What follows belongs to an exercise in optimizing a design on an open flow for small area; a production flow would make more cautious choices. Function was checked by simulation only, so behaviour that the tests miss may differ from the original. No activity file was given, so power comes from the tool's default toggle rates.

## design.v

```verilog
module pico9(clk, reset, port, iord, iowr, data_in, data_out,
	rom_addr, rom_data, mem_addr, mem_we, mem_rdata);
input clk, reset;
input [8:0] data_in;
output iord, iowr;
output [8:0] data_out;
output [IOMSB-1:0] port;
output [8:0] rom_addr;
input [31:0] rom_data;
output [10:0] mem_addr;
output mem_we;
input [8:0] mem_rdata;
localparam PCMSB = 8;
localparam ADRMSB = 10;
localparam IOMSB = 3;
wire [31:0] i = rom_data;
wire [ADRMSB:0] adr;
wire [8:0] data;
reg [3:0] flags;
wire wr;
localparam M1 = 0;
localparam M2 = 1;
localparam M3 = 2;
localparam M4 = 3;
reg [3:0] s;
reg [1:0] cnt;
wire contd = ~i[31] & |cnt;
always @(posedge clk)
	if (reset) s <= 0;
	else s <= { s[2:1], s[3] & contd | s[0], s[3] & ~contd | ~|s };
always @(posedge clk)
	if (~i[31])
		if (s[M1]) cnt <= i[29:28];
		else if (s[M4]) cnt <= cnt - 2'b1;
reg [PCMSB:0] pc;
wire [PCMSB:0] pc_next = pc + 1'b1;
wire cond_ok = ~i[27] | flags[i[26:25]] ^ i[24];
always @(posedge clk)
	if (reset) pc <= 0;
	else if (s[M3])
		if (i[31] ? ~i[30] | ~i[29] & ~cond_ok : ~|cnt)
			pc <= pc_next;
		else if (&i[31:30])
			if (i[29:28] == 2'b10) begin
				pc[PCMSB:PCMSB-8] <= data;
			end
			else pc <= i[PCMSB:0];
assign rom_addr = pc;
wire isio = ~|adr[ADRMSB:IOMSB+1];
reg io_q;
reg [8:0] data_in_q;
always @(posedge clk) begin
	io_q <= isio & ~adr[IOMSB];
	data_in_q <= data_in;
end
assign data = io_q ? data_in_q : mem_rdata;
assign mem_addr = adr;
assign mem_we = wr;
reg [ADRMSB:0] srcptr, srcadr, dstptr, dstadr;
wire [ADRMSB:0] srcadd_a, srcadd_b, srcadd_y, srcadr_d;
wire [ADRMSB:0] dstadd_a, dstadd_b, dstadd_y;
wire [ADRMSB:0] ptr_d = i[29] ? i[ADRMSB:0] : { data[ADRMSB-8:0], data[7:0] };
assign srcadd_a = |i[10:9] ? srcptr : 0;
assign srcadd_b = { {ADRMSB-8{ |i[10:9] & i[8] }}, i[8:0] };
assign srcadd_y = srcadd_a + srcadd_b;
assign dstadd_a = |i[22:21] ? dstptr : 0;
assign dstadd_b = { {ADRMSB-8{ |i[22:21] & i[20] }}, i[20:12] };
assign dstadd_y = dstadd_a + dstadd_b;
wire shr = ~i[31] & &i[26:25];
wire ptr2 = s[M2] & i[31:30] == 2'b10;
wire ptr3 = s[M3] & i[31:30] == 2'b10;
wire ptr4 = s[M4] & i[31:30] == 2'b10;
wire ptr_ld = (ptr3 | ptr4) & ~i[28];
wire ptr_st = (ptr2 | ptr3) &  i[28];
always @(posedge clk)
	if (reset) srcadr <= 0;
	else if (s[M1] | s[M4] & ~i[31] | s[M2] & i[31:30] == 2'b10)
		srcadr <= s[M1] ? srcadd_y : srcadr + { {ADRMSB{ shr }}, 1'b1 };
always @(posedge clk)
	if (reset) dstadr <= 0;
	else if (s[M1] | s[M4] & ~i[31])
		dstadr <= s[M1] ? dstadd_y : dstadr + { {ADRMSB{ shr }}, 1'b1 };
always @(posedge clk)
	if (reset) srcptr <= 0;
	else if (s[M4] & ~i[31] & i[10] | ptr_ld & ~i[24])
		srcptr <= ptr3 ? { srcptr[ADRMSB:8], ptr_d[7:0] } :
			ptr4 ? { ptr_d[ADRMSB:8], srcptr[7:0] } :
			srcptr + { {ADRMSB{ i[9] }}, 1'b1 };
always @(posedge clk)
	if (reset) dstptr <= 0;
	else if (s[M4] & ~i[31] & i[22] | ptr_ld & i[24])
		dstptr <= ptr3 ? { dstptr[ADRMSB:8], ptr_d[7:0] } :
			ptr4 ? { ptr_d[ADRMSB:8], dstptr[7:0] } :
			dstptr + { {ADRMSB{ i[21] }}, 1'b1 };
assign adr = |s[M4:M3] & ~i[31] | s[M2] & &i[31:30] ? dstadr : srcadr;
assign port = adr[IOMSB-1:0];
assign wr = s[M4] & ~i[31] & i[27] | s[M2] & &i[31:28] | ptr_st;
assign iord = s[M2] & ~i[31] & isio & ~adr[IOMSB] & ~i[11];
assign iowr = wr & isio & adr[IOMSB];
reg [8:0] src;
always @(posedge clk)
	if (s[M3] & ~i[31])
		src <= i[11] ? cnt == i[29:28] ? i[8:0] : 9'b0 : data;
wire cy = flags[2];
wire [8:0] logic_y = i[25] ?
	i[24] ? src | data : src ^ data :
	i[24] ? src & data : src;
wire [9:0] add_y = data + (src ^ {9{ i[24] }}) + (cy ^ i[24]);
wire [8:0] shr_y = { |i[29:28] ? { 1'b0, cy } : { cy, src[8] }, src[7:1] };
wire [9:0] alu_y = i[26] ? i[25] ? shr_y : add_y : logic_y;
wire [8:0] ptr_y = i[24] ? ptr3 ? dstptr[ADRMSB:8] : dstptr[7:0] :
                           ptr3 ? srcptr[ADRMSB:8] : srcptr[7:0];
assign data_out = s[M2] & &i[31:28] ? pc_next[PCMSB:PCMSB-8] :
	ptr_st ? ptr_y : { ~|cnt & alu_y[8], alu_y[7:0] };
always @(posedge clk)
	if (reset) flags <= 0;
	else if (~i[31])
		if (s[M1]) flags <= 4'b0011;
		else if (s[M4])
			flags <= {
				shr ? src[0] : add_y[9],
				shr ? src[0] : add_y[8],
				flags[1] & ~|alu_y[8:0],
				flags[0] & ~|alu_y[7:0]
			};
endmodule
```

## run.sh

```bash
#!/bin/bash
# synth_recipe.tcl (not shown) runs the flow's synth.tcl, then flattens the netlist and writes it again
# the make line also repeats each setting of config.mk as NAME=value (left out here)
make -C /OpenROAD-flow-scripts/flow DESIGN_CONFIG=/design/flow/config.mk WORK_HOME=/design/flow/orfs CLKGATE_MAP_FILE= SYNTH_SCRIPT=/design/flow/synth_recipe.tcl finish
```

## constraint.sdc

```tcl
create_clock -name core_clock -period 6.5 [get_ports {clk}]
set_input_delay 1.3000 -clock core_clock [delete_from_list [all_inputs] [get_ports {clk}]]
set_output_delay 1.3000 -clock core_clock [all_outputs]
set_load 0.01 [all_outputs]
```

## config.mk

```make
export PLATFORM = sky130hd
export DESIGN_NAME = pico9
export DESIGN_NICKNAME = pico9
export VERILOG_FILES = /design/flow/design.v
export SDC_FILE = /design/flow/constraint.sdc
export NUM_CORES = 4
export LEC_CHECK = 0
export CAP_MARGIN = 20
export CORE_MARGIN = 2
export CORE_UTILIZATION = 40
export SLEW_MARGIN = 20
```

==> results of run 1 <==
-- cell usage after synthesis (all sizes together) (17+ instances only) --
cell type  number
xnor2          43
ha             84
o21ai          73
a211oi         35
buf            17
a21oi          79
clkbuf         37
xor2           26
nor3           28
nand2          88
dfxtp          71
nor2          107
nor2b          37
inv            63
o211ai         20
nand2b         19
mux2i          25
-- area by class of cell --
cell class	count	share of cell area
well taps	270	0.03501
clock inverters	6	0.009337
flip-flops and latches	82	0.1816
repair buffers	104	0.1019
inverters	64	0.02490
clock buffers	10	0.02373
multi-input cells	855	0.6235
-- registers in the layout, indices dropped and copies added (netlist names) --
register / count
srcptr: 11
s: 4
dstadr: 11
srcadr: 11
pc: 9
src: 9
cnt: 2
io_q: 1
flags: 4
dstptr: 11
data_in_q: 9
-- kinds of logic after synthesis --
kind of cell / Yosys count / synth area share
buf+inv: 118 / 0.05733
mux: 45 / 0.07010
fa+ha+maj: 92 / 0.1472
flops: 82 / 0.2129
compound gates: 314 / 0.2485
xor+xnor: 69 / 0.07345
simple gates: 335 / 0.1905
-- worst register-to-register path: stages (launching register included) --
cell and delay, ns:
dfxtp_1 0.71, mux2i_2 0.41, fa_1 0.27, inv_1 0.06
fa_1 0.41, a211oi_1 0.34, buf_4 0.18, nor2_1 0.05
xor2_1 0.13, o21ai_0 0.23, nand3_1 0.14, o32a_1 0.41
a311oi_2 0.25
-- power by group through the flow --
stage / Combinational [W] / Sequential [W] / Clock, W
after floorplan: 0.000417 / 0.000575 / 0
after global placement: 0.000611 / 0.000595 / 0
after detailed placement: 0.000616 / 0.000595 / 0
after CTS: 0.000620 / 0.000584 / 0.000582
after global routing: 0.000693 / 0.000588 / 0.000603
final: 0.000626 / 0.000584 / 0.000572
-- per-stage QoR --
step | hold slack [ns] | total power (W) | area (um^2) | util
2_1_floorplan | 0.4356 | 0.0009912 | 8228 | -
3_3_place_gp | 0.4542 | 0.001206 | 9318 | 0.4605
3_5_place_dp | 0.4593 | 0.001211 | 9318 | 0.4605
4_1_cts | 0.4827 | 0.001785 | 9637 | 0.4763
5_1_grt | 0.5290 | 0.001885 | 9648 | 0.4768
6_report | 0.4790 | 0.001783 | 9648 | 0.4768
-- per-layer routing --
layer	routed length (um)	track usage	share of wire
met1	12470	0.3507	0.48
met3	1623	0.03549	0.063
met2	11190	0.3668	0.43
met5	0	0	0
met4	438	0.06058	0.017
-- what timing repair did --
action	in CTS	in global routing
setup endpoints to repair	0	1
setup buffers	0	0
gates resized for setup	0	2
endpoints found under the hold margin	0	0
-- placed cells by master, fill, tap and decap left out, types with 16 or more instances in the layout --
master | netlist | final
nor2_1 | 107 | 107
nand2_1 | 88 | 88
ha_1 | 84 | 84
clkdlybuf4s50_1 | 0 | 83
a21oi_1 | 79 | 79
o21ai_0 | 71 | 71
dfxtp_1 | 71 | 71
inv_1 | 61 | 61
xnor2_1 | 43 | 43
nor2b_1 | 37 | 37
a211oi_1 | 35 | 35
nor3_1 | 28 | 28
xor2_1 | 26 | 26
mux2i_1 | 25 | 24
o211ai_1 | 20 | 20
nand2b_1 | 19 | 19
buf_4 | 4 | 19
nand3_1 | 16 | 16
-- how the worst min path moves through the flow --
| stage | to | start | slack (ns) | depth (start not counted) |
|---|---|---|---|---|
| floorplan | flags[0]$_SDFFE_PP0P_ | flags[0]$_SDFFE_PP0P_ | 0.44 | 2 |
| global placement | flags[0]$_SDFFE_PP0P_ | flags[0]$_SDFFE_PP0P_ | 0.45 | 2 |
| detailed placement | flags[0]$_SDFFE_PP0P_ | flags[0]$_SDFFE_PP0P_ | 0.46 | 2 |
| CTS | flags[0]$_SDFFE_PP0P_ | flags[0]$_SDFFE_PP0P_ | 0.48 | 2 |
| global route | flags[0]$_SDFFE_PP0P_ | flags[0]$_SDFFE_PP0P_ | 0.53 | 2 |
| finish | flags[0]$_SDFFE_PP0P_ | flags[0]$_SDFFE_PP0P_ | 0.48 | 2 |
==> notes.md, run 1 <==
GRT Total Usage 0.2386; startpoint types primary input; drt pass-1 iters 6; footprint of the multi-input gates about 6000 um^2; Final Skew 0.01169 ns; Pint 0.001166 W; CTS root buffer clkbuf_16; Seq/Total Area, Yosys 0.2129; layout cells sized above 1 0.05977; Yosys reg bits slightly above 80; asr flop ratio synth 0; CP endpoint kind primary output; Post-Route WL 25.72 mm; CP max-delay cell clkdlybuf4s50_1; CP Class primary input to primary output; leakage dissipation 3.919 nW; Clock Power Share 0.321; port bufs 85; vias in the first global route 7387; cell area power density 184.8 nW/um^2; routability cong. ~0.95; Setup Slack @ Placement between 0.2 and 0.25 ns; initial antenna violation count 1; clock sink total roughly 80; largest cells by area after synthesis dfxtp_1, ha_1, nor2_1; H-tree depth 3; I/O pin count between 80 and 90; DR vias/cell 5.645; routed length per instance ~18 um; Post-DP HPWL just under 20 mm; Reg2Reg Capture Point flags[1]$_SDFFE_PP0P_; final non-filler cell total about 1.4k; Die ar. between 20000 and 25000 um^2; crit-path max cell delay slightly below 0.6 ns; CP cell instances clkdlybuf4s50_1 > mux2i_2 > fa_1 > inv_1 > fa_1 > a211oi_1 > o21ai_0 > a31oi_1 > xor2_1 > o32ai_1 > mux2i_1 > o32ai_2 > clkdlybuf4s50_1; instance count of the mapped netlist about 1.1k; setup_tns 0 ns; Main synth FF type dfxtp_1; Antenna diodes 0; Max IR drop VDD about 0.00012 V; Post-Syn Nets between 1k and 1.5k; Reg2Reg Launch Point io_q$_DFF_P_; highest clock rate approximately 160 MHz; FP Rows 52; Die W about 150 um; placed insts between 1k and 1.5k; Sw Share 0.3464; Logic pwr share 0.351; top-area cell type share of the netlist area 0.1727; Setup Viol. Count Final 0; RSZ-0062 raised after global routing no; final hold viol count 0; core area between 20000 and 25000 um^2; area occupied by registers 1752 um^2; status finished clean; WP depth 13; Unique masters post-synth 70; Initial Util 0.4066; first-pass GRT wire length ~41 mm; worst-skew pair later-pin latency 0.35 ns; clk buf depth 2; CTS Buf Count 9; Data required, critical path 5.20 ns; # DRC 0; Remaining Overflow, GRT 0; Post-CTS Hold Buffers 0; crit-path max FO 3; CP Capture Point data_out[8]; via count 7852; Top delay family on crit path compound AO/OA/AOI/OAI gates; fin crit share 0.9523; maxcap violations 0; flop2flop setup slack about 2.8 ns; Layout Nets 1260; Slew @ Worst Pin 1.088 ns; Sw Pwr between 0.0006 and 0.0007 W; DR iter-0 viols 628; Hold Path Class flip-flop to flip-flop; worst path bufs/invs 3; clock-pin slew on the worst setup and hold paths 0.06 ns; Antenna Violating Nets Remaining 0; TritonCTS clock tree done; setup ws final between 0.3 and 0.4 ns; Final Max Slew Viols 0; area delta synth->final 17.26%; critical path startpoint mem_rdata[0]; sequential share of power 0.328; EDFF count, synth 11; DIE HEIGHT between 100 and 150 um; Synth Area per Inst ~8 um^2; Mapped Area 8228 um^2; FF-to-FF path depth 12; max_slew headroom 0.2749; Yosys Warn Count 1; clock period minus worst slack a little over 6 ns; Fillers just over 2k; largest net degree at the start of global routing between 60 and 70; Arrival @ worst endpoint just under 5 ns; post-synth top area cell dfxtp_1
==> run 2: changes to the inputs <==
==> design.v (replaced) <==
module pico9(clk, reset, port, iord, iowr, data_in, data_out,
	rom_addr, rom_data, mem_addr, mem_we, mem_rdata);
input clk, reset;
input [8:0] data_in;
output iord, iowr;
output [8:0] data_out;
output [IOMSB-1:0] port;
output [8:0] rom_addr;
input [31:0] rom_data;
output [10:0] mem_addr;
output mem_we;
input [8:0] mem_rdata;
localparam IOMSB = 3;
wire [31:0] i = rom_data;
wire [8:0] data;
reg [3:0] flags;
reg [1:0] ph;
reg idle;
reg [1:0] k;			 
wire m1 = ph == 2'd0;
wire m2 = ph == 2'd1;
wire m3 = ph == 2'd2;
wire m4 = ph == 2'd3;
wire alu = ~i[31];
wire pop = i[31] & ~i[30];	 
wire last = k == i[29:28];
wire contd = alu & ~last;
always @(posedge clk) begin
	idle <= reset;
	if (reset | idle) ph <= 2'd0;
	else ph <= { ph[1] ^ ph[0], ~ph[0] | ph[1] & contd };
	if (m1) k <= 2'd0;
	else if (m4 | m2 & i[31]) k <= k + 2'd1;
end
reg [8:0] pc;
wire [8:0] pc_next = pc + 1'b1;
wire cond_ok = ~i[27] | flags[i[26:25]] ^ i[24];
always @(posedge clk)
	if (reset) pc <= 0;
	else if (m3)
		if (i[31] ? ~i[30] | ~i[29] & ~cond_ok : last)
			pc <= pc_next;
		else if (i[31])
			pc <= i[29:28] == 2'b10 ? data : i[8:0];
assign rom_addr = pc;
reg [10:0] srcptr, dstptr;
wire shr = alu & &i[26:25];
wire seld = i[31] ? i[30] : ~m2;
wire [1:0] mode = seld ? i[22:21] : i[10:9];
wire [8:0] off = seld ? i[20:12] : i[8:0];
wire pen = |mode;
wire [10:0] base = pen ? (seld ? dstptr : srcptr) : 11'd0;
wire pmod = alu & mode[1];
wire [2:0] f = pmod ? (shr ? (mode[0] ? 3'd0 : 3'b110) : (mode[0] ? 3'd2 : 3'd0)) :
	(shr ? 3'b111 : 3'd1);
wire [3:0] fk = { f[2], f } * { 2'b00, k };
wire [10:0] adr = base + { {2{ pen & off[8] }}, off } + { {7{ fk[3] }}, fk };
wire isio = ~|adr[10:IOMSB+1];
reg io_q;
reg [8:0] data_in_q;
always @(posedge clk) begin
	io_q <= isio & ~adr[IOMSB];
	data_in_q <= data_in;
end
assign data = io_q ? data_in_q : mem_rdata;
assign mem_addr = adr;
wire ptr_st = pop & i[28] & (ph[1] ^ ph[0]);
wire ptr_ld = pop & ~i[28] & ph[1];
wire [10:0] ptr_d = i[29] ? i[10:0] : { data[2:0], data[7:0] };
wire src_step = m4 & alu & i[10];
wire dst_step = m4 & alu & i[22];
always @(posedge clk)
	if (reset) srcptr <= 0;
	else if (src_step | ptr_ld & ~i[24])
		srcptr <= ptr_ld ? (m3 ? { srcptr[10:8], ptr_d[7:0] } : { ptr_d[10:8], srcptr[7:0] }) :
			srcptr + { {10{ i[9] }}, 1'b1 };
always @(posedge clk)
	if (reset) dstptr <= 0;
	else if (dst_step | ptr_ld & i[24])
		dstptr <= ptr_ld ? (m3 ? { dstptr[10:8], ptr_d[7:0] } : { ptr_d[10:8], dstptr[7:0] }) :
			dstptr + { {10{ i[21] }}, 1'b1 };
wire wr = m4 & alu & i[27] | m2 & &i[31:28] | ptr_st;
assign mem_we = wr;
assign port = adr[IOMSB-1:0];
assign iord = m2 & alu & isio & ~adr[IOMSB] & ~i[11];
assign iowr = wr & isio & adr[IOMSB];
reg [8:0] src;
always @(posedge clk)
	src <= i[11] ? k == 2'd0 ? i[8:0] : 9'b0 : data;
wire cy = flags[2];
wire [8:0] logic_y = i[25] ?
	i[24] ? src | data : src ^ data :
	i[24] ? src & data : src;
wire [9:0] add_y = data + (src ^ {9{ i[24] }}) + (cy ^ i[24]);
wire [8:0] shr_y = { |i[29:28] ? { 1'b0, cy } : { cy, src[8] }, src[7:1] };
wire [8:0] alu_y = i[26] ? i[25] ? shr_y : add_y[8:0] : logic_y;
wire [10:0] ptr_v = i[24] ? dstptr : srcptr;
wire [8:0] ptr_y = m3 ? { 6'd0, ptr_v[10:8] } : { 1'b0, ptr_v[7:0] };
assign data_out = i[31] ? i[30] ? pc_next : ptr_y : { last & alu_y[8], alu_y[7:0] };
always @(posedge clk)
	if (reset) flags <= 0;
	else if (alu)
		if (m1 & ~idle) flags <= 4'b0011;
		else if (m4)
			flags <= {
				shr ? src[0] : add_y[9],
				shr ? src[0] : add_y[8],
				flags[1] & ~|alu_y[8:0],
				flags[0] & ~|alu_y[7:0]
			};
endmodule
==> notes.md, run 2 <==
M1 WL 9.554 mm (was 12.47 mm); core area 15770 um^2 (was 20230 um^2); final non-filler cell total 1188 (was 1391); Seq/Total Area, Yosys 0.1847 (was 0.2129); Mapped Area 6394 um^2 (was 8228 um^2); Max Used Layer met4 (unchanged); Synth Area in Adders 0.1714 (was 0.1472); Unique masters post-synth 69 (was 70); setup ws final -0.9965 ns (was 0.3101 ns); footprint of the multi-input gates 4972 um^2 (was 6016 um^2); H-tree depth 3 (unchanged); leakage dissipation 3.751 nW (was 3.919 nW); placed insts 1149 (was 1375); initial antenna violation count 0 (was 1); worst-skew pair later-pin latency 0.34 ns (was 0.35 ns); Antenna diodes 0 (unchanged); cell area power density 159.2 nW/um^2 (was 184.8 nW/um^2); FF-to-FF path depth 27 (was 12); Post-Route WL 21.30 mm (was 25.72 mm); CP endpoint kind primary output (unchanged); DIE HEIGHT 130.4 um (was 147.4 um); DR vias/cell 5.415 (was 5.645); largest family of logic cells by synthesized area compound AO/OA/AOI/OAI gates (unchanged); status finished with violations (was finished clean); CP max-delay cell or4_4 (was clkdlybuf4s50_1); Reg2Reg Launch Point ph[1]$_SDFF_PP0_ (was io_q$_DFF_P_); clock sink total 59 (was 82); post-synthesis compound-gate area fraction 0.1990 (was 0.2485); Post-synth top cells nor2_1, inv_1, ha_1 (was nor2_1, nand2_1, ha_1); CP Capture Point iowr (was data_out[8]); setup_tns -3.249 ns (was 0 ns); Final Max Slew Viols 0 (unchanged); simple-gate share of the synthesized area 0.1818 (was 0.1905); Data required, critical path 5.20 ns (about the same); Antenna Violating Nets Remaining 0 (unchanged); Max IR drop VDD 0.0001162 V (was 0.0001186 V); Fillers 1518 (was 2041); Hold Path Class flip-flop to flip-flop (unchanged); Synth Area per Inst 7.982 um^2 (was 7.799 um^2); cell with the most instances after synthesis nor2_1 (unchanged); crit-path max cell delay 0.59 ns (about the same); RSZ-0062 raised after global routing yes (was no); mux cell area share after synthesis 0.1117 (was 0.07010); routed wl met2 10.08 mm (was 11.19 mm); # DRC 0 (unchanged); most common cell after layout, fill and taps aside buf_4 (was nor2_1); Reg2Reg Capture Point io_q$_DFF_P_ (was flags[1]$_SDFFE_PP0P_); instance count of the mapped netlist 801 (was 1055); layout cells sized above 1 0.2233 (was 0.05977); Final Core Density 0.5511 (was 0.4768); port bufs 85 (unchanged); clock period minus worst slack 7.497 ns (was 6.190 ns); largest cells by area after synthesis dfxtp_1, ha_1, mux2i_1 (was dfxtp_1, ha_1, nor2_1); max_slew headroom 0.4234 (was 0.2749); Final Skew 0.007960 ns (was 0.01169 ns); Top delay family on crit path simple AND/OR/NAND/NOR gates (was compound AO/OA/AOI/OAI gates); post-synth top area cell dfxtp_1 (unchanged); largest net degree at the start of global routing 44 (was 63); EDFF count, synth 0 (was 11); Post-Synth XOR/XNOR Area 0.07593 (was 0.07345); DR iter-0 viols 543 (was 628); Slew @ Worst Pin 0.8617 ns (was 1.088 ns); startpoint types primary input (unchanged); area delta synth->final 35.93% (was 17.26%); via count 6433 (was 7852); Post-Syn Nets 931 (was 1199); TritonCTS clock tree done (unchanged); GRT Total Usage 0.2486 (was 0.2386); critical path startpoint rom_data[31] (was mem_rdata[0]); Layout Check Failures negative setup slack; top-area cell type share of the netlist area 0.1847 (was 0.1727); Die W 130.4 um (was 147.4 um); CP Class primary input to primary output (unchanged); Post-CTS Hold Buffers 0 (unchanged); Arrival @ worst endpoint 6.20 ns (was 4.89 ns); drt pass-1 iters 5 (was 6); area occupied by registers 1181 um^2 (was 1752 um^2); WP depth 26 (was 13); I/O pin count 87 (unchanged); worst path bufs/invs 7 (was 3); Post-DP HPWL 16.75 mm (was 19.79 mm); CTS root buffer clkbuf_16 (unchanged); Initial Util 0.4054 (was 0.4066); commonest cells after routing, fill and taps aside buf_4, nor2_1, clkdlybuf4s50_1, inv_1, dfxtp_1 (was nor2_1, nand2_1, ha_1, clkdlybuf4s50_1, a21oi_1); final hold viol count 0 (unchanged); fin crit share 1.153 (was 0.9523); crit-path max FO 5 (was 3); Setup Viol. Count Final 6 (was 0); clk buf depth 2 (unchanged); first-pass GRT wire length 32.41 mm (was 40.72 mm); Yosys Warn Count 1 (unchanged); Die ar. 17010 um^2 (was 21730 um^2); most used cell, CP o21ai_2; vias in the first global route 6104 (was 7387); asr flop ratio synth 0 (unchanged); routed length per instance 17.93 um (was 18.49 um); highest clock rate 133.4 MHz (was 161.6 MHz); maxcap violations 0 (unchanged); met3 routed WL 1.266 mm (was 1.623 mm); Top Registers dstptr x11, srcptr x11; clock-pin slew on the worst setup and hold paths 0.05 ns (was 0.06 ns); Yosys reg bits 59 (was 82); FP Rows 46 (was 52); Main synth FF type dfxtp_1 (unchanged); Layout Nets 1097 (was 1260); routability cong. 0.9516 (was 0.9520); flop2flop setup slack 0.97 ns (was 2.83 ns); Remaining Overflow, GRT 0 (unchanged); CTS Buf Count 9 (unchanged)
==> run 2: cell count changes after synthesis, sizes merged, moves of 14 or more <==
cell    previous run  this run
a21oi             79        47
nor2             107        76
nand2             88        59
nor2b             37        13
ha                84        62
a211oi            35        16
o21ai             73        59
==> run 2: area by class of cell <==
| cell class | count | area share |
|---|---|---|
| flip-flops and latches | 59 | 0.1359 |
| clock inverters | 7 | 0.01152 |
| clock buffers | 9 | 0.02591 |
| inverters | 72 | 0.03138 |
| repair buffers | 196 | 0.1921 |
| multi-input cells | 629 | 0.5721 |
| well taps | 216 | 0.03110 |
==> run 2: power by group <==
group	switching (W)	leakage (nW)	total, W	internal, W
clock network	0.000196	0.148	0.000534	0.000337
registers	0.0000128	0.483	0.000387	0.000374
logic	0.000233	3.12	0.000463	0.000230
==> run 2: stage by stage <==
stage           power, W  hold slack (ns)  area, um^2  worst slack [ns]
3_5_place_dp   0.0008323           0.4423        8048            -1.794
2_1_floorplan  0.0006493           0.4229        6487           -0.7722
4_1_cts         0.001369           0.4532        8522           -0.9409
6_report        0.001384           0.4575        8691           -0.9965
3_3_place_gp   0.0008297           0.4439        8048            -1.727
5_1_grt         0.001450           0.4659        8691            -1.234
==> run 2: worst reg2reg max path: stages, from the launching register on <==
cell,delay (ns)
dfxtp_1,0.31
inv_1,0.07
ha_1,0.23
or2b_1,0.29
a21oi_2,0.14
a21oi_2,0.06
ha_1,0.29
o21ai_2,0.12
nor3b_2,0.18
ha_2,0.20
inv_2,0.04
fa_2,0.39
xor2_4,0.18
inv_4,0.07
buf_4,0.14
fa_1,0.49
inv_2,0.05
ha_4,0.21
o21ai_2,0.06
nor2_2,0.08
o21ai_2,0.18
nand2_2,0.08
xnor2_2,0.16
or4_4,0.52
or4_4,0.59
buf_6,0.15
nor2_1,0.08
buf_4,0.14
==> run 2: worst min path at each step <==
stage / start / to / slack, ns / cells after the start
floorplan: idle$_DFF_P_ / ph[1]$_SDFF_PP0_ / 0.42 / 1
global placement: idle$_DFF_P_ / ph[1]$_SDFF_PP0_ / 0.44 / 1
detailed placement: idle$_DFF_P_ / ph[1]$_SDFF_PP0_ / 0.44 / 1
CTS: idle$_DFF_P_ / ph[1]$_SDFF_PP0_ / 0.45 / 1
global route: flags[3]$_SDFFE_PP0P_ / flags[3]$_SDFFE_PP0P_ / 0.47 / 2
finish: idle$_DFF_P_ / ph[1]$_SDFF_PP0_ / 0.46 / 1
==> run 2: cells by family (layout without fill, tap and decap cells) <==
family,Yosys count,count (layout)
fa+ha+maj,78,78
simple gates,239,239
xor+xnor,53,53
flops,59,59
compound gates,201,201
buf+inv,113,284
mux,58,58
==> run 2: what timing repair did <==
action,4_1_cts,5_1_grt
setup endpoints to repair,12,9
buffers inserted,14,10
endpoints found under the hold margin,0,0
pin swaps,28,22
gates cloned,0,0
resized for setup,61,29
==> run 2: metal layers <==
layer  global-route usage  up-vias
li1                     -     3152
met1               0.3416     3042
met2               0.4081      212
met3              0.04438       27
met4              0.06070        0
met5                    0        -
==> run 3: changes to the inputs <==
--- a/design.v
+++ b/design.v
@@ -13,2 +13,70 @@
 localparam IOMSB = 3;
+function [11:0] bk11;
+	input [10:0] a, b;
+	input c;
+	integer n, d;
+	reg [10:0] g, p, x;
+	begin
+		x = a ^ b;
+		g = a & b;
+		p = x;
+		g[0] = g[0] | p[0] & c;
+		for (d = 1; d < 11; d = d * 2)
+			for (n = 2 * d - 1; n < 11; n = n + 2 * d) begin
+				g[n] = g[n] | p[n] & g[n - d];
+				p[n] = p[n] & p[n - d];
+			end
+		for (d = 4; d > 0; d = d / 2)
+			for (n = 3 * d - 1; n < 11; n = n + 2 * d) begin
+				g[n] = g[n] | p[n] & g[n - d];
+				p[n] = p[n] & p[n - d];
+			end
+		bk11 = { g[10], x ^ { g[9:0], c } };
+	end
+endfunction
+function [9:0] bk9;
+	input [8:0] a, b;
+	input c;
+	integer n, d;
+	reg [8:0] g, p, x;
+	begin
+		x = a ^ b;
+		g = a & b;
+		p = x;
+		g[0] = g[0] | p[0] & c;
+		for (d = 1; d < 9; d = d * 2)
+			for (n = 2 * d - 1; n < 9; n = n + 2 * d) begin
+				g[n] = g[n] | p[n] & g[n - d];
+				p[n] = p[n] & p[n - d];
+			end
+		for (d = 4; d > 0; d = d / 2)
+			for (n = 3 * d - 1; n < 9; n = n + 2 * d) begin
+				g[n] = g[n] | p[n] & g[n - d];
+				p[n] = p[n] & p[n - d];
+			end
+		bk9 = { g[8], x ^ { g[7:0], c } };
+	end
+endfunction
+function [11:0] add11;
+	input [10:0] a, b;
+	input c;
+	integer n;
+	reg [11:0] r;
+	begin
+		r[0] = c;
+		for (n = 0; n < 11; n = n + 1) r[n + 1] = a[n] & b[n] | (a[n] ^ b[n]) & r[n];
+		add11 = { r[11], a ^ b ^ r[10:0] };
+	end
+endfunction
+function [9:0] add9;
+	input [8:0] a, b;
+	input c;
+	integer n;
+	reg [9:0] r;
+	begin
+		r[0] = c;
+		for (n = 0; n < 9; n = n + 1) r[n + 1] = a[n] & b[n] | (a[n] ^ b[n]) & r[n];
+		add9 = { r[9], a ^ b ^ r[8:0] };
+	end
+endfunction
 wire [31:0] i = rom_data;
@@ -31,7 +99,7 @@
 	else ph <= { ph[1] ^ ph[0], ~ph[0] | ph[1] & contd };
-	if (m1) k <= 2'd0;
-	else if (m4 | m2 & i[31]) k <= k + 2'd1;
+	if (reset | m4 & ~contd) k <= 2'd0;
+	else if (m4) k <= k + 2'd1;
 end
 reg [8:0] pc;
-wire [8:0] pc_next = pc + 1'b1;
+wire [8:0] pc_next = add9(pc, 9'd0, 1'b1);
 wire cond_ok = ~i[27] | flags[i[26:25]] ^ i[24];
@@ -46,4 +114,6 @@
 reg [10:0] srcptr, dstptr;
+reg [10:0] adr;			 
 wire shr = alu & &i[26:25];
-wire seld = i[31] ? i[30] : ~m2;
+wire nm2 = ph[1] ~^ ph[0];
+wire seld = nm2 ? i[31] & i[30] : alu;
 wire [1:0] mode = seld ? i[22:21] : i[10:9];
@@ -55,4 +125,11 @@
 	(shr ? 3'b111 : 3'd1);
-wire [3:0] fk = { f[2], f } * { 2'b00, k };
-wire [10:0] adr = base + { {2{ pen & off[8] }}, off } + { {7{ fk[3] }}, fk };
+wire [1:0] j = k + (m4 | m2 & i[31]);
+wire [3:0] fj = { f[2], f } * { 2'b00, j };
+wire [10:0] offx = { {2{ pen & off[8] }}, off };
+wire [10:0] dx = { {7{ fj[3] }}, fj };
+wire [10:0] cs_s = base ^ offx ^ dx;
+wire [10:0] cs_c = base & offx | (base ^ offx) & dx;
+wire [11:0] adr_y = bk11(cs_s, { cs_c[9:0], 1'b0 }, 1'b0);
+always @(posedge clk)
+	adr <= adr_y[10:0];
 wire isio = ~|adr[10:IOMSB+1];
@@ -69,3 +146,3 @@
 wire [10:0] ptr_d = i[29] ? i[10:0] : { data[2:0], data[7:0] };
-wire src_step = m4 & alu & i[10];
+wire src_step = m2 & alu & i[10];
 wire dst_step = m4 & alu & i[22];
@@ -75,3 +152,3 @@
 		srcptr <= ptr_ld ? (m3 ? { srcptr[10:8], ptr_d[7:0] } : { ptr_d[10:8], srcptr[7:0] }) :
-			srcptr + { {10{ i[9] }}, 1'b1 };
+			add11(srcptr, { {10{ i[9] }}, 1'b1 }, 1'b0);
 always @(posedge clk)
@@ -80,3 +157,3 @@
 		dstptr <= ptr_ld ? (m3 ? { dstptr[10:8], ptr_d[7:0] } : { ptr_d[10:8], dstptr[7:0] }) :
-			dstptr + { {10{ i[21] }}, 1'b1 };
+			add11(dstptr, { {10{ i[21] }}, 1'b1 }, 1'b0);
 wire wr = m4 & alu & i[27] | m2 & &i[31:28] | ptr_st;
@@ -87,9 +164,10 @@
 reg [8:0] src;
+wire inv = i[24] & ~(i[26] & i[25]);
 always @(posedge clk)
-	src <= i[11] ? k == 2'd0 ? i[8:0] : 9'b0 : data;
+	src <= (i[11] ? k == 2'd0 ? i[8:0] : 9'b0 : data) ^ {9{ inv }};
 wire cy = flags[2];
 wire [8:0] logic_y = i[25] ?
-	i[24] ? src | data : src ^ data :
-	i[24] ? src & data : src;
-wire [9:0] add_y = data + (src ^ {9{ i[24] }}) + (cy ^ i[24]);
+	i[24] ? ~src | data : src ^ data :
+	i[24] ? ~src & data : src;
+wire [9:0] add_y = bk9(data, src, cy ^ i[24]);
 wire [8:0] shr_y = { |i[29:28] ? { 1'b0, cy } : { cy, src[8] }, src[7:1] };
--- a/config.mk
+++ b/config.mk
@@ -9,3 +9,4 @@
 export CORE_MARGIN = 2
-export CORE_UTILIZATION = 40
+export CORE_UTILIZATION = 60
+export CTS_BUF_LIST = sky130_fd_sc_hd__clkbuf_4
 export SLEW_MARGIN = 20
==> notes.md, run 3 <==
routability cong. 0.9860 (was 0.9516); Sw Share 0.3466 (was 0.3194); Layout Nets 912 (was 1097); FF-to-FF path depth 22 (was 27); TritonCTS clock tree done (unchanged); clock sink total 70 (was 59); Hold Path Class flip-flop to flip-flop (unchanged); Main synth FF type dfxtp_1 (unchanged); via count 5511 (was 6433); Mapped Area 6150 um^2 (was 6394 um^2); initial antenna violation count 0 (unchanged); Placed Area 7173 um^2 (was 8048 um^2); core area 9864 um^2 (was 15770 um^2); Die ar. 11080 um^2 (was 17010 um^2); CP endpoint kind primary output (unchanged); flop2flop setup slack 0.88 ns (was 0.97 ns); Post-Route WL 17.71 mm (was 21.30 mm); Antenna diodes 0 (unchanged); EDFF count, synth 0 (unchanged); CTS Buf Count 9 (unchanged); asr flop ratio synth 0 (unchanged); clock period minus worst slack 6.405 ns (was 7.497 ns); post-synth top area cell dfxtp_1 (unchanged); footprint of the multi-input gates 4298 um^2 (was 4972 um^2); Yosys reg bits 70 (was 59); Final Max Slew Viols 0 (unchanged); Top delay family on crit path compound AO/OA/AOI/OAI gates (was simple AND/OR/NAND/NOR gates); worst-skew pair later-pin latency 0.44 ns (was 0.34 ns); Logic pwr share 0.363 (was 0.335); DR iter-0 viols 591 (was 543); setup_tns 0 ns (was -3.249 ns); CTS root buffer clkbuf_4 (was clkbuf_16); Post-CTS Hold Buffers 0 (unchanged); Reg2Reg Capture Point adr[9]$_DFF_P_ (was io_q$_DFF_P_); Post-Syn Nets 828 (was 931); Remaining Overflow, GRT 0 (unchanged); sequential share of power 0.397 (was 0.280); Initial Util 0.6234 (was 0.4054); most used cell, CP a21o_1 (was o21ai_2); first-pass GRT wire length 28.07 mm (was 32.41 mm); DIE HEIGHT 105.2 um (was 130.4 um); CP max-delay cell fa_1 (was or4_4); max_slew headroom 0.3469 (was 0.4234); total power 0.001234 W (was 0.001384 W); Final Skew 0.01760 ns (was 0.007960 ns); commonest cells after routing, fill and taps aside clkdlybuf4s50_1, inv_1, dfxtp_1, nor2_1, ha_1 (was buf_4, nor2_1, clkdlybuf4s50_1, inv_1, dfxtp_1); Hold EP io_q$_DFF_P_ (was ph[1]$_SDFF_PP0_); WP depth 16 (was 26); CP Class primary input to primary output (unchanged); Data required, critical path 5.20 ns (about the same); instance count of the mapped netlist 689 (was 801); area delta synth->final 19.33% (was 35.93%); largest cells by area after synthesis dfxtp_1, fa_1, ha_1 (was dfxtp_1, ha_1, mux2i_1); CP cell instances clkdlybuf4s50_1 > mux2i_2 > inv_1 > fa_1 > fa_2 > a21o_1 > a21oi_2 > o21bai_1 > a21o_1 > a221oi_4 > fa_1 > nor2_1 > a311oi_1 > a21o_1 > o32ai_1 > buf_2; worst path bufs/invs 3 (was 7); Synth Area per Inst 8.925 um^2 (was 7.982 um^2); port bufs 85 (unchanged); Yosys Warn Count 1 (unchanged); Unique masters post-synth 62 (was 69); most common cell after layout, fill and taps aside clkdlybuf4s50_1 (was buf_4); status finished clean (was finished with violations); RSZ-0062 raised after global routing yes (unchanged); highest clock rate 156.1 MHz (was 133.4 MHz); crit-path max FO 2 (was 5); leakage dissipation 3.220 nW (was 3.751 nW); crit-path max cell delay 0.46 ns (was 0.59 ns); vias in the first global route 5351 (was 6104); final hold viol count 0 (unchanged); fin crit share 0.9854 (was 1.153); GRT Total Usage 0.3287 (was 0.2486); H-tree depth 3 (unchanged); largest net degree at the start of global routing 35 (was 44); Hold Path Depth 1 (unchanged); drt pass-1 iters 6 (was 5); Pint 0.0008063 W (was 0.0009416 W); Reg2Reg Launch Point ph[1]$_SDFF_PP0_ (unchanged); Slew @ Worst Pin 0.9765 ns (was 0.8617 ns); startpoint types primary input (unchanged); # DRC 0 (unchanged); top-area cell type share of the netlist area 0.2279 (was 0.1847); Arrival @ worst endpoint 5.10 ns (was 6.20 ns); Worst Hold Launch adr[3]$_DFF_P_ (was idle$_DFF_P_); Sw Pwr 0.0004278 W (was 0.0004420 W); post-route cell area 7338 um^2 (was 8691 um^2); Post-synth top cells dfxtp_1, inv_1, nor2_1 (was nor2_1, inv_1, ha_1); Die W 105.2 um (was 130.4 um); Post-CTS Setup Inserts 0 (was 14); DR vias/cell 6.049 (was 5.415); cell area power density 168.2 nW/um^2 (was 159.2 nW/um^2); Antenna Violating Nets Remaining 0 (unchanged); Post-DP HPWL 14.07 mm (was 16.75 mm); routed length per instance 19.44 um (was 17.93 um); Setup Viol. Count Final 0 (was 6); layout cells sized above 1 0.1105 (was 0.2233); Fillers 764 (was 1518); Clock Power Share 0.240 (was 0.386); Top Registers adr x11, dstptr x11, srcptr x11 (was dstptr x11, srcptr x11); I/O pin count 87 (unchanged); clock-pin slew on the worst setup and hold paths 0.12 ns (was 0.05 ns); clk buf depth 2 (unchanged); Max IR drop VDD 0.0001067 V (was 0.0001162 V); FP Rows 36 (was 46); area occupied by registers 1401 um^2 (was 1181 um^2); maxcap violations 0 (unchanged); Seq/Total Area, Yosys 0.2279 (was 0.1847)
run 3: cell count changes in the layout (fill, tap and decap cells not counted), sizes merged, moves of 9 or more:
cell | previous run | this run
and3 | 9 | 0
dfxtp | 59 | 70
clkdlybuf4s50 | 68 | 82
buf | 122 | 29
o21ai | 59 | 47
nor2 | 76 | 58
xnor2 | 30 | 13
nand2 | 59 | 45
ha | 62 | 48
fa | 16 | 39
a21oi | 47 | 36
run 3: cell families (layout without fill, tap and decap cells):
group | Yosys count | count (layout) | share of synthesized area
AO/OA/AOI/OAI | 148 | 148 | 0.1522
multiplexers | 70 | 70 | 0.1416
flip-flops | 70 | 70 | 0.2279
adder cells (fa/ha/maj) | 87 | 87 | 0.2246
buffers and inverters | 113 | 202 | 0.07772
AND/OR/NAND/NOR | 170 | 170 | 0.1318
XOR/XNOR | 31 | 31 | 0.04415
run 3: worst max-delay path by stage:
stage,from,to
4_1_cts,mem_rdata[0],data_out[6]
6_report,mem_rdata[0],data_out[8]
2_1_floorplan,rom_data[30],adr[9]$_DFF_P_
3_5_place_dp,mem_rdata[0],data_out[8]
3_3_place_gp,mem_rdata[0],data_out[8]
5_1_grt,mem_rdata[0],data_out[8]
run 3: power by group through the flow:
stage | Sequential [W] | Clock [W] | Combinational [W]
global route | 0.000495 | 0.000316 | 0.000490
global placement | 0.000497 | 0 | 0.000419
detailed placement | 0.000499 | 0 | 0.000436
floorplan | 0.000500 | 0 | 0.000263
CTS | 0.000490 | 0.000295 | 0.000441
finish | 0.000490 | 0.000296 | 0.000448
run 3: per-layer routing:
metal	GRT usage	part of all wire	routed length (um)	up-vias
li1	-	-	-	2537
met1	0.4535	0.41	7272	2616
met2	0.5263	0.47	8257	309
met3	0.05937	0.097	1711	49
met4	0.1000	0.026	465	0
met5	0	0	0	-
run 3: final cells by class:
class                           instances  share of cell area
Multi-Input combinational cell        506              0.5857
Clock inverter                          4            0.006479
Inverter                               73             0.03734
Timing Repair Buffer                  113              0.1446
Clock buffer                           12             0.01228
Tap cell                              133             0.02268
Sequential cell                        70              0.1910
run 3: worst reg2reg max path, cell delays in order, from the launching register on:
cell and delay, ns:
dfxtp_1 0.47, inv_1 0.21, ha_1 0.37, inv_1 0.17, mux2i_4 0.30, a21oi_1 0.12
ha_1 0.29, nor3_1 0.05, a21oi_1 0.19, nor2b_1 0.08, ha_1 0.22, fa_1 0.54
inv_1 0.06, fa_1 0.54, inv_1 0.06, ha_1 0.27, a21o_1 0.18, a211oi_1 0.27
nor2_1 0.10, nor4_1 0.30, nor3_1 0.15, fa_1 0.45, xor2_1 0.15
run 3: repair_timing:
action	4_1_cts	5_1_grt
gates resized for setup	9	4
pin swaps	2	0
setup endpoints to repair	3	3
run 3: stage by stage:
step	worst slack, ns	hold slack, ns	utilization	cells
2_1_floorplan	0.001191	0.4255	-	689
3_3_place_gp	-0.4491	0.4377	0.7264	894
3_5_place_dp	-0.5261	0.4523	0.7272	895
4_1_cts	0.05478	0.4780	0.7423	911
5_1_grt	-0.1045	0.4905	0.7439	911
6_report	0.09502	0.4776	0.7439	911
==> run 4: changes to the inputs <==
--- a/config.mk
+++ b/config.mk
@@ -9,4 +9,5 @@
 export CORE_MARGIN = 2
-export CORE_UTILIZATION = 60
+export CORE_UTILIZATION = 70
 export CTS_BUF_LIST = sky130_fd_sc_hd__clkbuf_4
+export GPL_TIMING_DRIVEN = 0
 export SLEW_MARGIN = 20
==> notes.md, run 4 <==
largest family of logic cells by synthesized area adder cells (unchanged); highest clock rate 157.5 MHz (was 156.1 MHz); FP Rows 34 (was 36); instance count of the mapped netlist 689 (unchanged); DR vias/cell 6.529 (was 6.049); clock period minus worst slack 6.351 ns (was 6.405 ns); CTS Buf Count 9 (unchanged); # DRC 0 (unchanged); cell area power density 164.1 nW/um^2 (was 168.2 nW/um^2); Post-Route WL 19.35 mm (was 17.71 mm); Seq/Total Area, Yosys 0.2279 (unchanged); setup ws final 0.1490 ns (was 0.09502 ns); simple-gate share of the synthesized area 0.1318 (unchanged); clk buf depth 2 (unchanged); commonest cells after routing, fill and taps aside clkdlybuf4s50_1, dfxtp_1, inv_1, nor2_1, ha_1 (was clkdlybuf4s50_1, inv_1, dfxtp_1, nor2_1, ha_1); Post-Synth XOR/XNOR Area 0.04415 (unchanged); max_slew headroom 0.3666 (was 0.3469); Max IR drop VDD 0.0001188 V (was 0.0001067 V); Arrival @ worst endpoint 5.05 ns (was 5.10 ns); largest net degree at the start of global routing 20 (was 35); CP cell instances clkdlybuf4s50_1 > mux2i_2 > inv_1 > fa_2 > a21o_1 > a21oi_2 > o21bai_1 > a21o_1 > a221oi_4 > fa_1 > nor2_1 > a311oi_1 > a21o_1 > o32ai_2 > buf_2 (was clkdlybuf4s50_1 > mux2i_2 > inv_1 > fa_1 > fa_2 > a21o_1 > a21oi_2 > o21bai_1 > a21o_1 > a221oi_4 > fa_1 > nor2_1 > a311oi_1 > a21o_1 > o32ai_1 > buf_2); Yosys Warn Count 1 (unchanged); maxcap violations 0 (unchanged); CP Capture Point data_out[8] (unchanged); most used cell, CP a21o_1 (unchanged); Post-synth top cells dfxtp_1, inv_1, nor2_1 (unchanged); crit-path max cell delay 0.48 ns (was 0.46 ns); crit-path max FO 5 (was 2); Fillers 521 (was 764); routability cong. 0.9741 (was 0.9860); Die ar. 9551 um^2 (was 11080 um^2); Unique masters post-synth 62 (unchanged); Die W 97.73 um (was 105.2 um); Remaining Overflow, GRT 0 (unchanged); worst-skew pair later-pin latency 0.45 ns (was 0.44 ns); post-synth top area cell dfxtp_1 (unchanged); FF-to-FF path depth 24 (was 22); asr flop ratio synth 0 (unchanged); CP endpoint kind primary output (unchanged); critical path startpoint mem_rdata[1] (was mem_rdata[0]); Setup Slack @ Placement -1.120 ns (was -0.5261 ns); I/O pin count 87 (unchanged); largest cells by area after synthesis dfxtp_1, fa_1, ha_1 (unchanged); worst path bufs/invs 3 (unchanged); Antenna diodes 0 (unchanged); TritonCTS clock tree done (unchanged); Final Skew 0.02278 ns (was 0.01760 ns); drt pass-1 iters 6 (unchanged); most common cell after layout, fill and taps aside clkdlybuf4s50_1 (unchanged); area delta synth->final 18.66% (was 19.33%); Post-DP HPWL 14.85 mm (was 14.07 mm); Data required, critical path 5.20 ns (about the same); leakage dissipation 3.208 nW (was 3.220 nW); final hold viol count 0 (unchanged); routed length per instance 21.65 um (was 19.44 um); status finished clean (unchanged); via count 5837 (was 5511); top-area cell type share of the netlist area 0.2279 (unchanged); mux cell area share after synthesis 0.1416 (unchanged); startpoint types primary input (unchanged); first-pass GRT wire length 30.81 mm (was 28.07 mm); post-synthesis compound-gate area fraction 0.1522 (unchanged); layout cells sized above 1 0.1094 (was 0.1105); Synth Area in Adders 0.2246 (unchanged); CTS root buffer clkbuf_4 (unchanged); Initial Util 0.7121 (was 0.6234); core area 8636 um^2 (was 9864 um^2); Slew @ Worst Pin 0.9485 ns (was 0.9765 ns); Setup Viol. Count Final 0 (unchanged); clock-pin slew on the worst setup and hold paths 0.12 ns (about the same); Synth Area per Inst 8.925 um^2 (unchanged); clock sink total 70 (unchanged); Layout Nets 922 (was 912); initial antenna violation count 0 (unchanged); WP depth 15 (was 16); GRT Total Usage 0.4164 (was 0.3287); vias in the first global route 5814 (was 5351); setup_tns 0 ns (unchanged); Post-Syn Nets 828 (unchanged); DR iter-0 viols 699 (was 591); Antenna Violating Nets Remaining 0 (unchanged); RSZ-0062 raised after global routing no (was yes); Reg2Reg Launch Point ph[1]$_SDFF_PP0_ (unchanged); port bufs 78 (was 85); Top delay family on crit path compound AO/OA/AOI/OAI gates (unchanged); Hold WS 0.4807 ns (was 0.4776 ns); fin crit share 0.9771 (was 0.9854); Final Core Density 0.8450 (was 0.7439); Final Max Slew Viols 0 (unchanged); CP Class primary input to primary output (unchanged); Main synth FF type dfxtp_1 (unchanged); Top Registers adr x11, dstptr x11, srcptr x11 (unchanged); DIE HEIGHT 97.73 um (was 105.2 um); H-tree depth 3 (unchanged); Yosys reg bits 70 (unchanged); flop2flop setup slack 0.38 ns (was 0.88 ns); Mapped Area 6150 um^2 (unchanged); Hold Path Class flip-flop to flip-flop (unchanged); Reg2Reg Capture Point adr[9]$_DFF_P_ (unchanged); EDFF count, synth 0 (unchanged); CP max-delay cell fa_1 (unchanged)
[run 4: cell families (layout without fill, tap and decap cells)]
kind of cell             Yosys count  after routing
AND/OR/NAND/NOR                  170            170
AO/OA/AOI/OAI                    148            148
buffers and inverters            113            210
adder cells (fa/ha/maj)           87             87
multiplexers                      70             70
flip-flops                        70             70
XOR/XNOR                          31             31
[run 4: worst min-delay path by stage]
stage                              start               end  slack, ns  cells past startpoint
after global routing        idle$_DFF_P_  ph[0]$_SDFF_PP0_       0.52                      1
after floorplan             idle$_DFF_P_  ph[0]$_SDFF_PP0_       0.43                      1
after detailed placement  adr[3]$_DFF_P_      io_q$_DFF_P_       0.45                      1
final                     adr[3]$_DFF_P_      io_q$_DFF_P_       0.48                      1
after CTS                 adr[3]$_DFF_P_      io_q$_DFF_P_       0.48                      1
after global placement    adr[3]$_DFF_P_      io_q$_DFF_P_       0.44                      1
[run 4: per-stage QoR]
| step | power, W | area [um^2] | cells |
|---|---|---|---|
| CTS | 0.001168 | 7234 | 892 |
| detailed placement | 0.0009343 | 7066 | 875 |
| finish | 0.001198 | 7297 | 894 |
| floorplan | 0.0007630 | 6150 | 689 |
| global placement | 0.0009089 | 7066 | 875 |
| global route | 0.001253 | 7297 | 894 |
[run 4: report_power, final]
group / total, W / internal, W / switching, W
Sequential: 0.000492 / 0.000461 / 0.0000309
Combinational: 0.000464 / 0.000218 / 0.000245
Clock: 0.000242 / 0.0000747 / 0.000167
[run 4: routing by layer]
layer / vias to the layer above / routed length (um) / share of wire / track usage
met2: 454 / 8607 / 0.44 / 0.6578
met5: - / 0 / 0 / 0
met4: 0 / 930 / 0.048 / 0.1720
li1: 2553 / - / - / -
met3: 89 / 2608 / 0.13 / 0.08948
met1: 2741 / 7204 / 0.37 / 0.5623
[run 4: worst reg2reg max path: stages (launching register included)]
cell,delay (ns)
dfxtp_1,0.49
inv_1,0.21
ha_1,0.37
inv_1,0.17
mux2i_4,0.30
buf_4,0.22
buf_6,0.18
a21oi_1,0.09
ha_1,0.33
nor3_1,0.05
a21oi_1,0.22
nor2b_1,0.09
ha_1,0.24
fa_1,0.53
inv_1,0.05
fa_1,0.53
inv_1,0.07
ha_1,0.28
a21o_1,0.19
a211oi_1,0.28
nor2_1,0.12
nor4_2,0.30
nor3_1,0.12
fa_1,0.44
xor2_1,0.16
[run 4: final cells by class]
type                       instances  area, um^2  share of cell area
buffer                            39       217.7             0.02984
tap                              108       135.1             0.01852
sequential                        70        1401              0.1920
timing repair buffer              84       829.5              0.1137
clock inverter                     4       16.27            0.002229
clock buffer                      10       75.07             0.01029
inverter                          73       274.0             0.03755
multi-input combinational        506        4348              0.5959
[run 4: repair_timing]
action | CTS | global route
resized for setup | 18 | 16
pin swaps | 7 | 9
hold buffers | 0 | 0
buffers inserted | 4 | 2
endpoints found under the setup margin | 9 | 6
endpoints found under the hold margin | 0 | 0
cloned | 0 | 0
==> run 5: changes to the inputs <==
--- a/config.mk
+++ b/config.mk
@@ -9,5 +9,3 @@
 export CORE_MARGIN = 2
-export CORE_UTILIZATION = 70
-export CTS_BUF_LIST = sky130_fd_sc_hd__clkbuf_4
-export GPL_TIMING_DRIVEN = 0
+export CORE_UTILIZATION = 40
 export SLEW_MARGIN = 20
==> notes.md, run 5 <==
status finished clean (unchanged); M1 GR Usage 0.2948 (was 0.5623); met2 GRT Util 0.3489 (was 0.6578); first-pass GRT wire length 27.61 mm (was 30.81 mm); Placed Area 7272 um^2 (was 7066 um^2); maxcap violations 0 (unchanged); # DRC 0 (unchanged); Die ar. 16380 um^2 (was 9551 um^2); CP Class primary input to primary output (unchanged); post-route cell area 7594 um^2 (was 7297 um^2); Yosys Warn Count 1 (unchanged); clock-pin slew on the worst setup and hold paths 0.06 ns (was 0.12 ns); Top Registers adr x11, dstptr x11, srcptr x11 (unchanged); Final Core Density 0.5032 (was 0.8450); core area 15090 um^2 (was 8636 um^2); largest net degree at the start of global routing 35 (was 20); Post-DP HPWL 14.52 mm (was 14.85 mm); GRT Total Usage 0.2220 (was 0.4164); FF-to-FF path depth 23 (was 24); Seq/Total Area, Yosys 0.2279 (unchanged); Initial Util 0.4075 (was 0.7121); Remaining Overflow, GRT 0 (unchanged); Slew @ Worst Pin 0.8485 ns (was 0.9485 ns); CP endpoint kind primary output (unchanged); commonest cells after routing, fill and taps aside clkdlybuf4s50_1, inv_1, dfxtp_1, nor2_1, ha_1 (was clkdlybuf4s50_1, dfxtp_1, inv_1, nor2_1, ha_1); asr flop ratio synth 0 (unchanged); Post-Syn Nets 828 (unchanged); DR iter-0 viols 440 (was 699); Hold Path Class flip-flop to flip-flop (unchanged); I/O pin count 87 (unchanged); Post-Route WL 17.70 mm (was 19.35 mm); Final Skew 0.009031 ns (was 0.02278 ns); leakage dissipation 3.291 nW (was 3.208 nW); Synth Area per Inst 8.925 um^2 (unchanged); cell area power density 189.5 nW/um^2 (was 164.1 nW/um^2); post-synth top area cell dfxtp_1 (unchanged); largest cells by area after synthesis dfxtp_1, fa_1, ha_1 (unchanged); Die W 128.0 um (was 97.73 um); M3 GR Usage 0.05509 (was 0.08948); crit-path max FO 2 (was 5); Data required, critical path 5.20 ns (about the same); RSZ-0062 raised after global routing no (unchanged); clk buf depth 2 (unchanged); GRT Max-Usage Layer met2 (unchanged); initial antenna violation count 0 (unchanged); Antenna Violating Nets Remaining 0 (unchanged); Post-synth top cells dfxtp_1, inv_1, nor2_1 (unchanged); DIE HEIGHT 128.0 um (was 97.73 um); drt pass-1 iters 5 (was 6); Max IR drop VDD 0.0001304 V (was 0.0001188 V); Yosys reg bits 70 (unchanged); layout cells sized above 1 0.1164 (was 0.1094); max_slew headroom 0.4326 (was 0.3666); TritonCTS clock tree done (unchanged); routability cong. 0.9415 (was 0.9741); DR vias/cell 5.426 (was 6.529); Mapped Area 6150 um^2 (unchanged); top-area cell type share of the netlist area 0.2279 (unchanged); H-tree depth 3 (unchanged); CTS Buf Count 9 (unchanged); Unique masters post-synth 62 (unchanged); Hold Path Depth 1 (unchanged); Final Max Slew Viols 0 (unchanged); FP Rows 45 (was 34); vias in the first global route 5128 (was 5814); final hold viol count 0 (unchanged); routed length per instance 18.25 um (was 21.65 um); Fillers 1443 (was 521); fin crit share 0.9621 (was 0.9771); most common cell after layout, fill and taps aside clkdlybuf4s50_1 (unchanged); worst-skew pair later-pin latency 0.34 ns (was 0.45 ns); instance count of the mapped netlist 689 (unchanged); Arrival @ worst endpoint 4.95 ns (was 5.05 ns); setup_tns 0 ns (unchanged); Setup Viol. Count Final 0 (unchanged); Antenna diodes 0 (unchanged); Layout Nets 916 (was 922); port bufs 85 (was 78); EDFF count, synth 0 (unchanged); total power 0.001439 W (was 0.001198 W); area delta synth->final 23.48% (was 18.66%); CTS root buffer clkbuf_16 (was clkbuf_4); clock period minus worst slack 6.254 ns (was 6.351 ns); Main synth FF type dfxtp_1 (unchanged); clock sink total 70 (unchanged); highest clock rate 159.9 MHz (was 157.5 MHz); startpoint types primary input (unchanged); via count 5263 (was 5837)
-- run 5: cell types whose count changed in the layout (fill, tap and decap cells not counted), sizes merged --
cell and delta:
clkbuf -14, buf +4, clkinv -2, bufinv +1, dlymetal6s2s -3, clkdlybuf4s50 +10
-- run 5: logic make-up after synthesis --
family / count (synthesis) / synth area share
adders and majority gates: 87 / 0.2246
muxes: 70 / 0.1416
buffers and inverters: 113 / 0.07772
and+or+nand+nor: 170 / 0.1318
AOI/OAI and AO/OA: 148 / 0.1522
DFF: 70 / 0.2279
xor gates and xnor gates: 31 / 0.04415
-- run 5: cell type report --
type / instances / area (um^2) / share of cell area
Clock buffer: 13 / 250.2 / 0.03295
Clock inverter: 3 / 43.79 / 0.005767
Inverter: 73 / 274.0 / 0.03609
Multi-Input combinational cell: 506 / 4302 / 0.5665
Sequential cell: 70 / 1401 / 0.1845
Tap cell: 188 / 235.2 / 0.03098
Timing Repair Buffer: 117 / 1087 / 0.1432
-- run 5: worst paths after layout --
kind / endpoint / slack (ns) / startpoint
worst max-delay path: data_out[8] / 0.25 / mem_rdata[0]
worst min-delay path: ph[0]$_SDFF_PP0_ / 0.46 / idle$_DFF_P_
worst max register to register: adr[9]$_DFF_P_ / 0.93 / ph[1]$_SDFF_PP0_
worst min register to register: ph[0]$_SDFF_PP0_ / 0.46 / idle$_DFF_P_
-- run 5: critical path, cell delays in order --
cell	delay, ns
clkdlybuf4s50_1	0.40
mux2i_1	0.19
inv_1	0.10
fa_2	0.35
fa_2	0.36
a21o_1	0.22
a21oi_2	0.17
o21bai_1	0.08
a21o_1	0.21
a221oi_2	0.29
fa_1	0.46
nor2_1	0.10
a311oi_1	0.05
a21o_1	0.21
o32ai_2	0.27
clkbuf_2	0.18
-- run 5: metrics by stage --
step	worst slack (ns)	std cells	hold WS (ns)
after floorplan	0.001191	689	0.4255
after global placement	-0.3611	954	0.4459
after detailed placement	-0.3895	954	0.4555
after CTS	0.009270	970	0.4664
after global routing	0.03170	970	0.4846
final	0.2464	970	0.4590
-- run 5: per-layer routing --
layer / vias to the layer above / share of wire / routed length [um]
met5: - / 0 / 0
met1: 2508 / 0.44 / 7822
met3: 42 / 0.063 / 1123
met2: 162 / 0.46 / 8109
li1: 2551 / - / -
met4: 0 / 0.036 / 644
-- run 5: power by group --
group | internal [W] | leakage [nW] | switching, W
Combinational | 0.000220 | 2.57 | 0.000232
Sequential | 0.000462 | 0.577 | 0.0000290
Clock | 0.000308 | 0.144 | 0.000188
Total | 0.000990 | 3.29 | 0.000449
-- run 5: repair_timing --
action / 4_1_cts / 5_1_grt
pin swaps: 0 / 2
buffers inserted: 0 / 0
resized for setup: 6 / 8
endpoints found under the setup margin: 3 / 3
hold buffers: 0 / 0
==> run 6: changes to the inputs <==
--- a/design.v
+++ b/design.v
@@ -116,15 +116,13 @@
 wire shr = alu & &i[26:25];
-wire nm2 = ph[1] ~^ ph[0];
-wire seld = nm2 ? i[31] & i[30] : alu;
+wire upd = m3 | m4 & last;
+wire seld = m1 ? i[31] & i[30] : m2 ? alu : m4 & last;
 wire [1:0] mode = seld ? i[22:21] : i[10:9];
-wire [8:0] off = seld ? i[20:12] : i[8:0];
-wire pen = |mode;
+wire [8:0] off = upd ? 9'd0 : seld ? i[20:12] : i[8:0];
+wire pen = upd | |mode;
 wire [10:0] base = pen ? (seld ? dstptr : srcptr) : 11'd0;
-wire pmod = alu & mode[1];
-wire [2:0] f = pmod ? (shr ? (mode[0] ? 3'd0 : 3'b110) : (mode[0] ? 3'd2 : 3'd0)) :
-	(shr ? 3'b111 : 3'd1);
-wire [1:0] j = k + (m4 | m2 & i[31]);
-wire [3:0] fj = { f[2], f } * { 2'b00, j };
+wire neg = upd ? mode[0] : shr;
+wire [2:0] j = k + (m3 | m4 | m2 & i[31]);
+wire [3:0] dj = neg ? 4'd0 - { 1'b0, j } : { 1'b0, j };
 wire [10:0] offx = { {2{ pen & off[8] }}, off };
-wire [10:0] dx = { {7{ fj[3] }}, fj };
+wire [10:0] dx = { {7{ dj[3] }}, dj };
 wire [10:0] cs_s = base ^ offx ^ dx;
@@ -133,3 +131,3 @@
 always @(posedge clk)
-	adr <= adr_y[10:0];
+	if (~m3) adr <= adr_y[10:0];
 wire isio = ~|adr[10:IOMSB+1];
@@ -146,4 +144,4 @@
 wire [10:0] ptr_d = i[29] ? i[10:0] : { data[2:0], data[7:0] };
-wire src_step = m2 & alu & i[10];
-wire dst_step = m4 & alu & i[22];
+wire src_step = m3 & alu & last & i[10];
+wire dst_step = m4 & alu & last & i[22];
 always @(posedge clk)
@@ -152,3 +150,3 @@
 		srcptr <= ptr_ld ? (m3 ? { srcptr[10:8], ptr_d[7:0] } : { ptr_d[10:8], srcptr[7:0] }) :
-			add11(srcptr, { {10{ i[9] }}, 1'b1 }, 1'b0);
+			adr_y[10:0];
 always @(posedge clk)
@@ -157,3 +155,3 @@
 		dstptr <= ptr_ld ? (m3 ? { dstptr[10:8], ptr_d[7:0] } : { ptr_d[10:8], dstptr[7:0] }) :
-			add11(dstptr, { {10{ i[21] }}, 1'b1 }, 1'b0);
+			adr_y[10:0];
 wire wr = m4 & alu & i[27] | m2 & &i[31:28] | ptr_st;
==> flow/run.sh (new file) <==
#!/bin/bash
# Own layout flow: the standard flow, with the port buffers made from the
# smallest buffer cell instead of the one buffer_ports picks by default.
set -euo pipefail
bash standard.sh synth > synth.log 2>&1
bash standard.sh "BUFFER_PORTS_ARGS=-buffer_cell sky130_fd_sc_hd__buf_1" finish > layout.log 2>&1
==> standard.sh (new file) <==
#!/bin/bash
# synth_recipe.tcl (not shown) runs the flow's synth.tcl, then flattens the netlist and writes it again
# the make line also repeats each setting of config.mk as NAME=value (left out here)
make -C /OpenROAD-flow-scripts/flow DESIGN_CONFIG=/design/flow/config.mk WORK_HOME=/design/flow/orfs CLKGATE_MAP_FILE= SYNTH_SCRIPT=/design/flow/synth_recipe.tcl "${@:-finish}"
--- a/config.mk
+++ b/config.mk
@@ -9,3 +9,4 @@
 export CORE_MARGIN = 2
-export CORE_UTILIZATION = 40
+export CORE_UTILIZATION = 60
+export CTS_BUF_LIST = sky130_fd_sc_hd__clkbuf_8
 export SLEW_MARGIN = 20
removed: run.sh
==> notes.md, run 6 <==
status finished clean (unchanged); leakage dissipation 2.897 nW (was 3.291 nW); top-area cell type share of the netlist area 0.1966 (was 0.2279); Layout Nets 909 (was 916); Post-Synth XOR/XNOR Area 0.03603 (was 0.04415); most common cell after layout, fill and taps aside nand2_1 (was clkdlybuf4s50_1); Setup Viol. Count Final 0 (unchanged); first-pass GRT wire length 26.96 mm (was 27.61 mm); Post-DP HPWL 12.97 mm (was 14.52 mm); Main synth FF type dfxtp_1 (unchanged); GRT Total Usage 0.3164 (was 0.2220); max_slew headroom 0.4235 (was 0.4326); area delta synth->final 10.12% (was 23.48%); layout cells sized above 1 0.07945 (was 0.1164); clock-pin slew on the worst setup and hold paths 0.09 ns (was 0.06 ns); largest cells by area after synthesis dfxtp_1, ha_1, mux2i_1 (was dfxtp_1, fa_1, ha_1); vias in the first global route 5269 (was 5128); crit-path max cell delay 0.47 ns (was 0.46 ns); Post-synth top cells nand2_1, inv_1, dfxtp_1 (was dfxtp_1, inv_1, nor2_1); Die W 104.1 um (was 128.0 um); fin crit share 0.9383 (was 0.9621); setup_tns 0 ns (unchanged); Post-Route WL 16.50 mm (was 17.70 mm); drt pass-1 iters 5 (unchanged); Fillers 881 (was 1443); EDFF count, synth 11 (was 0); initial antenna violation count 0 (unchanged); core area 9729 um^2 (was 15090 um^2); port bufs 85 (unchanged); Seq/Total Area, Yosys 0.2516 (was 0.2279); clock period minus worst slack 6.099 ns (was 6.254 ns); cell with the most instances after synthesis nand2_1; DIE HEIGHT 104.1 um (was 128.0 um); Post-CTS Hold Buffers 0 (unchanged); Remaining Overflow, GRT 0 (unchanged); H-tree depth 3 (unchanged); highest clock rate 164.0 MHz (was 159.9 MHz); flop2flop setup slack 1.11 ns (was 0.93 ns); CTS root buffer clkbuf_8 (was clkbuf_16); CP endpoint kind primary output (unchanged); Arrival @ worst endpoint 4.80 ns (was 4.95 ns); Top Registers adr x11, dstptr x11, srcptr x11 (unchanged); DR iter-0 viols 374 (was 440); Yosys reg bits 70 (unchanged); routed length per instance 17.82 um (was 18.25 um); # DRC 0 (unchanged); clock sink total 70 (unchanged); simple-gate share of the synthesized area 0.1706 (was 0.1318); DR vias/cell 5.897 (was 5.426)
run 6: cell types whose count changed after synthesis, moves of 6 or more:
cell      delta
fa_1        -19
o21ai_0      +6
dfxtp_1     -11
nor2b_1      -8
mux2_2      -12
nand2_1     +55
nor3_1      -11
xnor2_1      -7
o211ai_1     +6
a211oi_1    -14
edfxtp_1    +11
buf_2        -6
run 6: cell type report:
class / instances / area (um^2) / share of cell area
Sequential cell: 70 / 1511 / 0.2285
Tap cell: 133 / 166.4 / 0.02516
Multi-Input combinational cell: 535 / 4043 / 0.6111
Clock inverter: 6 / 61.31 / 0.009268
Inverter: 73 / 274.0 / 0.04142
Timing Repair Buffer: 99 / 421.7 / 0.06374
Clock buffer: 10 / 137.6 / 0.02081
run 6: report_power, final:
group          internal, W  switching [W]  total, W  leakage [nW]
Sequential        0.000473      0.0000271  0.000500         0.602
Combinational     0.000151       0.000228  0.000379          2.19
Clock             0.000187       0.000179  0.000365         0.104
Total             0.000810       0.000434   0.00124          2.90
run 6: path summary, 6_finish.rpt:
check             cells past startpoint        startpoint                endpoint
setup / recovery                     18      mem_rdata[0]             data_out[8]
hold / removal                        1      idle$_DFF_P_        ph[0]$_SDFF_PP0_
setup reg to reg                     25  ph[0]$_SDFF_PP0_  dstptr[9]$_SDFFE_PP0P_
hold reg to reg                       1      idle$_DFF_P_        ph[0]$_SDFF_PP0_
run 6: logic make-up after synthesis:
group,count (synthesis)
compound gates,159
xor+xnor,23
fa+ha+maj,69
buf+inv,112
flops,70
mux,60
simple gates,224
run 6: layer usage:
metal  GRT usage  share of wire  wire length, um
met5           0              0                0
met4      0.1042          0.017              282
met3     0.04511          0.081             1340
met2      0.5127           0.46             7652
met1      0.4371           0.44             7227
run 6: metrics by stage:
| stage | cell area (um^2) | std cells | setup WS (ns) |
|---|---|---|---|
| 6_report | 6615 | 926 | 0.4008 |
| 5_1_grt | 6615 | 926 | 0.04091 |
| 4_1_cts | 6610 | 925 | 0.4429 |
| 3_5_place_dp | 6411 | 909 | 0.3818 |
| 3_3_place_gp | 6411 | 909 | 0.4523 |
| 2_1_floorplan | 6007 | 717 | 0.4837 |

-- re-timing with driven ports --
The results above use ideal ports. As a check the final layouts listed here were re-extracted and re-timed, cells and wires unchanged. Step 1 assumes that a clkbuf_16 drives the clock port and a buf_2 every other input. Step 2, shift: input delay + t, output delay - t, t = (earliest + latest rising clock arrival at the registers) / 2. This alone moves slack from input paths to output paths. Slacks: no drivers / after step 1 / after step 2; pairs: no drivers / after step 1.
run | t (ns) | slack for setup (ns)
run 1 | 0.389 | 0.310 / 0.287 / 0.287
run 2 | 0.377 | -0.997 / -1.049 / -1.049
run 3 | 0.466 | 0.095 / 0.073 / 0.073
run 4 | 0.472 | 0.149 / 0.128 / -0.036
run 5 | 0.381 | 0.246 / 0.226 / 0.087
run 6 | 0.386 | 0.401 / 0.379 / 0.322
With both steps, setup timing fails in run 4, where it was met with ideal ports.
